What follows belongs to an exercise in optimizing a design on an open flow for small area, a short achievable clock period and few clock cycles per item; a production flow would make more cautious choices.
Only simulation tests tie the RTL to the original design; equivalence was not proved.

== the previous run ==
==> flow/design.v <==
module divider_400bit (
    input wire clk,
    input wire rst,
    input wire start,
    input wire [399:0] dividend,
    input wire [7:0] divisor,
    output reg [399:0] quotient,
    output reg done
);
    reg busy;                     
    reg [4:0] idx;             
    reg [13:0] chunk;            
    reg [7:0] rem;                
    reg [7:0] dvs;                
    reg [9:0] mul3;            
    wire [13:0] nchunk;
    wire [28:0] sel;             
    genvar g;
    for (g = 0; g < 29; g = g + 1) begin : sel_
        assign sel[g] = idx == g;
    end
    div400_chunk_mux chunk_mux (.dividend(dividend), .sel(sel), .chunk(nchunk));
    wire [7:0] r0 = rem;
    wire [9:0] t0 = {r0, chunk[13:12]};
    wire [10:0] df0_1 = {1'b0, t0} - {1'b0, {2'd0, dvs}};
    wire [10:0] df0_2 = {1'b0, t0} - {1'b0, ({2'd0, dvs} << 1)};
    wire [10:0] df0_3 = {1'b0, t0} - {1'b0, mul3};
    reg [7:0] r1;
    reg [1:0] q0;
    always @* begin
        r1 = t0[7:0];
        q0 = 2'd0;
        if (!df0_1[10]) begin r1 = df0_1[7:0]; q0 = 2'd1; end
        if (!df0_2[10]) begin r1 = df0_2[7:0]; q0 = 2'd2; end
        if (!df0_3[10]) begin r1 = df0_3[7:0]; q0 = 2'd3; end
    end
    wire [9:0] t1 = {r1, chunk[11:10]};
    wire [10:0] df1_1 = {1'b0, t1} - {1'b0, {2'd0, dvs}};
    wire [10:0] df1_2 = {1'b0, t1} - {1'b0, ({2'd0, dvs} << 1)};
    wire [10:0] df1_3 = {1'b0, t1} - {1'b0, mul3};
    reg [7:0] r2;
    reg [1:0] q1;
    always @* begin
        r2 = t1[7:0];
        q1 = 2'd0;
        if (!df1_1[10]) begin r2 = df1_1[7:0]; q1 = 2'd1; end
        if (!df1_2[10]) begin r2 = df1_2[7:0]; q1 = 2'd2; end
        if (!df1_3[10]) begin r2 = df1_3[7:0]; q1 = 2'd3; end
    end
    wire [9:0] t2 = {r2, chunk[9:8]};
    wire [10:0] df2_1 = {1'b0, t2} - {1'b0, {2'd0, dvs}};
    wire [10:0] df2_2 = {1'b0, t2} - {1'b0, ({2'd0, dvs} << 1)};
    wire [10:0] df2_3 = {1'b0, t2} - {1'b0, mul3};
    reg [7:0] r3;
    reg [1:0] q2;
    always @* begin
        r3 = t2[7:0];
        q2 = 2'd0;
        if (!df2_1[10]) begin r3 = df2_1[7:0]; q2 = 2'd1; end
        if (!df2_2[10]) begin r3 = df2_2[7:0]; q2 = 2'd2; end
        if (!df2_3[10]) begin r3 = df2_3[7:0]; q2 = 2'd3; end
    end
    wire [9:0] t3 = {r3, chunk[7:6]};
    wire [10:0] df3_1 = {1'b0, t3} - {1'b0, {2'd0, dvs}};
    wire [10:0] df3_2 = {1'b0, t3} - {1'b0, ({2'd0, dvs} << 1)};
    wire [10:0] df3_3 = {1'b0, t3} - {1'b0, mul3};
    reg [7:0] r4;
    reg [1:0] q3;
    always @* begin
        r4 = t3[7:0];
        q3 = 2'd0;
        if (!df3_1[10]) begin r4 = df3_1[7:0]; q3 = 2'd1; end
        if (!df3_2[10]) begin r4 = df3_2[7:0]; q3 = 2'd2; end
        if (!df3_3[10]) begin r4 = df3_3[7:0]; q3 = 2'd3; end
    end
    wire [9:0] t4 = {r4, chunk[5:4]};
    wire [10:0] df4_1 = {1'b0, t4} - {1'b0, {2'd0, dvs}};
    wire [10:0] df4_2 = {1'b0, t4} - {1'b0, ({2'd0, dvs} << 1)};
    wire [10:0] df4_3 = {1'b0, t4} - {1'b0, mul3};
    reg [7:0] r5;
    reg [1:0] q4;
    always @* begin
        r5 = t4[7:0];
        q4 = 2'd0;
        if (!df4_1[10]) begin r5 = df4_1[7:0]; q4 = 2'd1; end
        if (!df4_2[10]) begin r5 = df4_2[7:0]; q4 = 2'd2; end
        if (!df4_3[10]) begin r5 = df4_3[7:0]; q4 = 2'd3; end
    end
    wire [9:0] t5 = {r5, chunk[3:2]};
    wire [10:0] df5_1 = {1'b0, t5} - {1'b0, {2'd0, dvs}};
    wire [10:0] df5_2 = {1'b0, t5} - {1'b0, ({2'd0, dvs} << 1)};
    wire [10:0] df5_3 = {1'b0, t5} - {1'b0, mul3};
    reg [7:0] r6;
    reg [1:0] q5;
    always @* begin
        r6 = t5[7:0];
        q5 = 2'd0;
        if (!df5_1[10]) begin r6 = df5_1[7:0]; q5 = 2'd1; end
        if (!df5_2[10]) begin r6 = df5_2[7:0]; q5 = 2'd2; end
        if (!df5_3[10]) begin r6 = df5_3[7:0]; q5 = 2'd3; end
    end
    wire [9:0] t6 = {r6, chunk[1:0]};
    wire [10:0] df6_1 = {1'b0, t6} - {1'b0, {2'd0, dvs}};
    wire [10:0] df6_2 = {1'b0, t6} - {1'b0, ({2'd0, dvs} << 1)};
    wire [10:0] df6_3 = {1'b0, t6} - {1'b0, mul3};
    reg [7:0] r7;
    reg [1:0] q6;
    always @* begin
        r7 = t6[7:0];
        q6 = 2'd0;
        if (!df6_1[10]) begin r7 = df6_1[7:0]; q6 = 2'd1; end
        if (!df6_2[10]) begin r7 = df6_2[7:0]; q6 = 2'd2; end
        if (!df6_3[10]) begin r7 = df6_3[7:0]; q6 = 2'd3; end
    end
    wire [13:0] qk = {q0, q1, q2, q3, q4, q5, q6};
    always @(posedge clk) begin
        dvs <= divisor;
        mul3 <= 10'd3 * {2'd0, divisor};
        chunk <= nchunk;
        rem <= busy ? r7 : 8'd0;
        if (busy)
            quotient <= {quotient[385:0], qk};
    end
    always @(posedge clk or posedge rst) begin
        if (rst) begin
            busy <= 1'b0;
            done <= 1'b0;
            idx <= 5'd0;
        end else begin
            done <= 1'b0;
            if (busy) begin
                if (idx == 5'd29) begin
                    busy <= 1'b0;
                    done <= 1'b1;
                    idx <= 5'd0;
                end else begin
                    idx <= idx + 1'b1;
                end
            end else if (start) begin
                busy <= 1'b1;
                idx <= 5'd1;
            end
        end
    end
endmodule
module div400_chunk_mux (
    input wire [399:0] dividend,
    input wire [28:0] sel,
    output wire [13:0] chunk
);
    wire [405:0] dpad = {6'd0, dividend};
    genvar b, j;
    generate
        for (b = 0; b < 14; b = b + 1) begin : bit_
            wire [28:0] hit;
            for (j = 0; j < 29; j = j + 1) begin : chunk_
                assign hit[j] = dpad[405 - 14*j - (13 - b)] & sel[j];
            end
            assign chunk[b] = |hit;
        end
    endgenerate
endmodule
==> flow/config.mk <==
export PLATFORM = sky130hd
export DESIGN_NAME = divider_400bit
export DESIGN_NICKNAME = divider_400bit
export VERILOG_FILES = /design/flow/design.v
export SDC_FILE = /design/flow/constraint.sdc
export NUM_CORES = 4
export LEC_CHECK = 0
export ABC_AREA = 1
export CAP_MARGIN = 20
export CORE_MARGIN = 2
export CORE_UTILIZATION = 46
export PLACE_DENSITY = 0.7
export SLEW_MARGIN = 20
==> flow/constraint.sdc <==
create_clock -name core_clock -period 40.0 [get_ports {clk}]
set_input_delay 8.0000 -clock core_clock [delete_from_list [all_inputs] [get_ports {clk}]]
set_output_delay 8.0000 -clock core_clock [all_outputs]
set_load 0.01 [all_outputs]
standard.sh (not shown) runs the stock make flow with config.mk's settings and CLKGATE_MAP_FILE= SYNTH_SCRIPT=/design/flow/synth_recipe.tcl, a recipe that flattens the netlist after the stock synthesis.
==> flow/flow/run.sh <==
#!/bin/bash
# Own layout flow: the standard flow (standard.sh) with smaller port buffers,
# a lighter clock tree and a timing-repair margin. Every tool's output goes to a log
# file in this folder (make_*.log) and ORFS's own logs under orfs/logs/.
set -euo pipefail
cd "$(dirname "$0")/.."
# Port buffers: one small buffer on every input and output port.
export BUFFER_PORTS_ARGS="-buffer_cell sky130_fd_sc_hd__buf_1"
# Clock tree: smaller clock buffers, bigger sink clusters, no dummy loads.
export CTS_ARGS="-sink_clustering_enable -repair_clock_nets -buf_list {sky130_fd_sc_hd__clkbuf_8} -sink_clustering_size 15 -sink_clustering_max_diameter 80 -dont_use_dummy_load"
# Timing repair aims for this much setup slack (ns) at the design's clock period.
export SETUP_SLACK_MARGIN=30.5
export TNS_END_PERCENT=5
# Synthesis: leave adders as plain gates for ABC (no full/half-adder cells); the
# registers are the standard synthesis's.
export ADDER_MAP_FILE=
bash standard.sh finish > make_finish.log 2>&1
The previous run finished all stages; the layout is clean.
Testbench counts of the previous run, summed over its fixed seeds: cycles 9,600, items 320.
## Diff of input files: the current run against the previous run
Settings: a change of CORE_UTILIZATION from 46 to 40; a deleted PLACE_DENSITY that had been 0.7.
-- flow/flow/run.sh --
<<< the previous run, line 10
export CTS_ARGS="-sink_clustering_enable -repair_clock_nets -buf_list {sky130_fd_sc_hd__clkbuf_8} -sink_clustering_size 15 -sink_clustering_max_diameter 80 -dont_use_dummy_load"
# Timing repair aims for this much setup slack (ns) at the design's clock period.
export SETUP_SLACK_MARGIN=30.5
export TNS_END_PERCENT=5
# Synthesis: leave adders as plain gates for ABC (no full/half-adder cells); the
# registers are the standard synthesis's.
>>> the current run, line 10
export CTS_ARGS="-sink_clustering_enable -repair_clock_nets -buf_list {sky130_fd_sc_hd__clkbuf_8} -sink_clustering_size 15 -sink_clustering_max_diameter 80 -dont_use_dummy_load"
# Timing repair aims for this much setup slack (ns) at the design's clock period.
export SETUP_SLACK_MARGIN=30.2
export TNS_END_PERCENT=10
# Synthesis: leave adders as plain gates for ABC (no full/half-adder cells); the
# registers are the standard synthesis's.
Results
- The global-route usage reported for the current run is smaller than that of the previous run by 4.4 points.
- Via count (the current run over the previous run): increase, 0.91%
- Cmp the previous run and the current run / cell area reported after detailed placement / lower: the previous run
- In the tables for the previous run and the current run, minimum clock period after layout reads lower with the current run.
- The current run ended with more core box area than the previous run.
- A most area-hungry cell class in the final design of flip-flops and latches is what the previous run shows, while multi-input combinational cells belongs to the current run.
- The current run vs. the previous run: share of cell area taken by flip-flops and latches shrank by 2.1 points; post-layout instance area rose by about 5.4%.

[static timing again, ports no longer ideal]
In the flow no input, the clock included, has a driving cell. The finished layouts below were timed again as built, in two steps.
Step 1, drivers: a clkbuf_16 drives clk and a buf_2 each remaining input, both assumed.
Step 2 times the ports against the registers' clock, not the clock port: input delays grow and output delays shrink by t, the midpoint of the rising clock arrivals with the driver on.
Slacks: ideal ports / drivers / drivers and shift; pairs: ideal ports / drivers.
run	t, ns	setup WS [ns]	clock arrival spread, ns	slew at the worst register clock pin (ns)	worst slew at a driven data input, ns
the previous run	0.641	30.382 / 30.422 / 29.780	0.074 / 0.075	0.10 / 0.10	0.15
the current run	0.651	30.532 / 30.553 / 29.902	0.073 / 0.073	0.10 / 0.10	0.16
After both steps setup and hold are still met in every run listed. The setup slack of the current run, which loses most, moves by +0.021 ns with the drivers and by -0.630 ns with both steps.
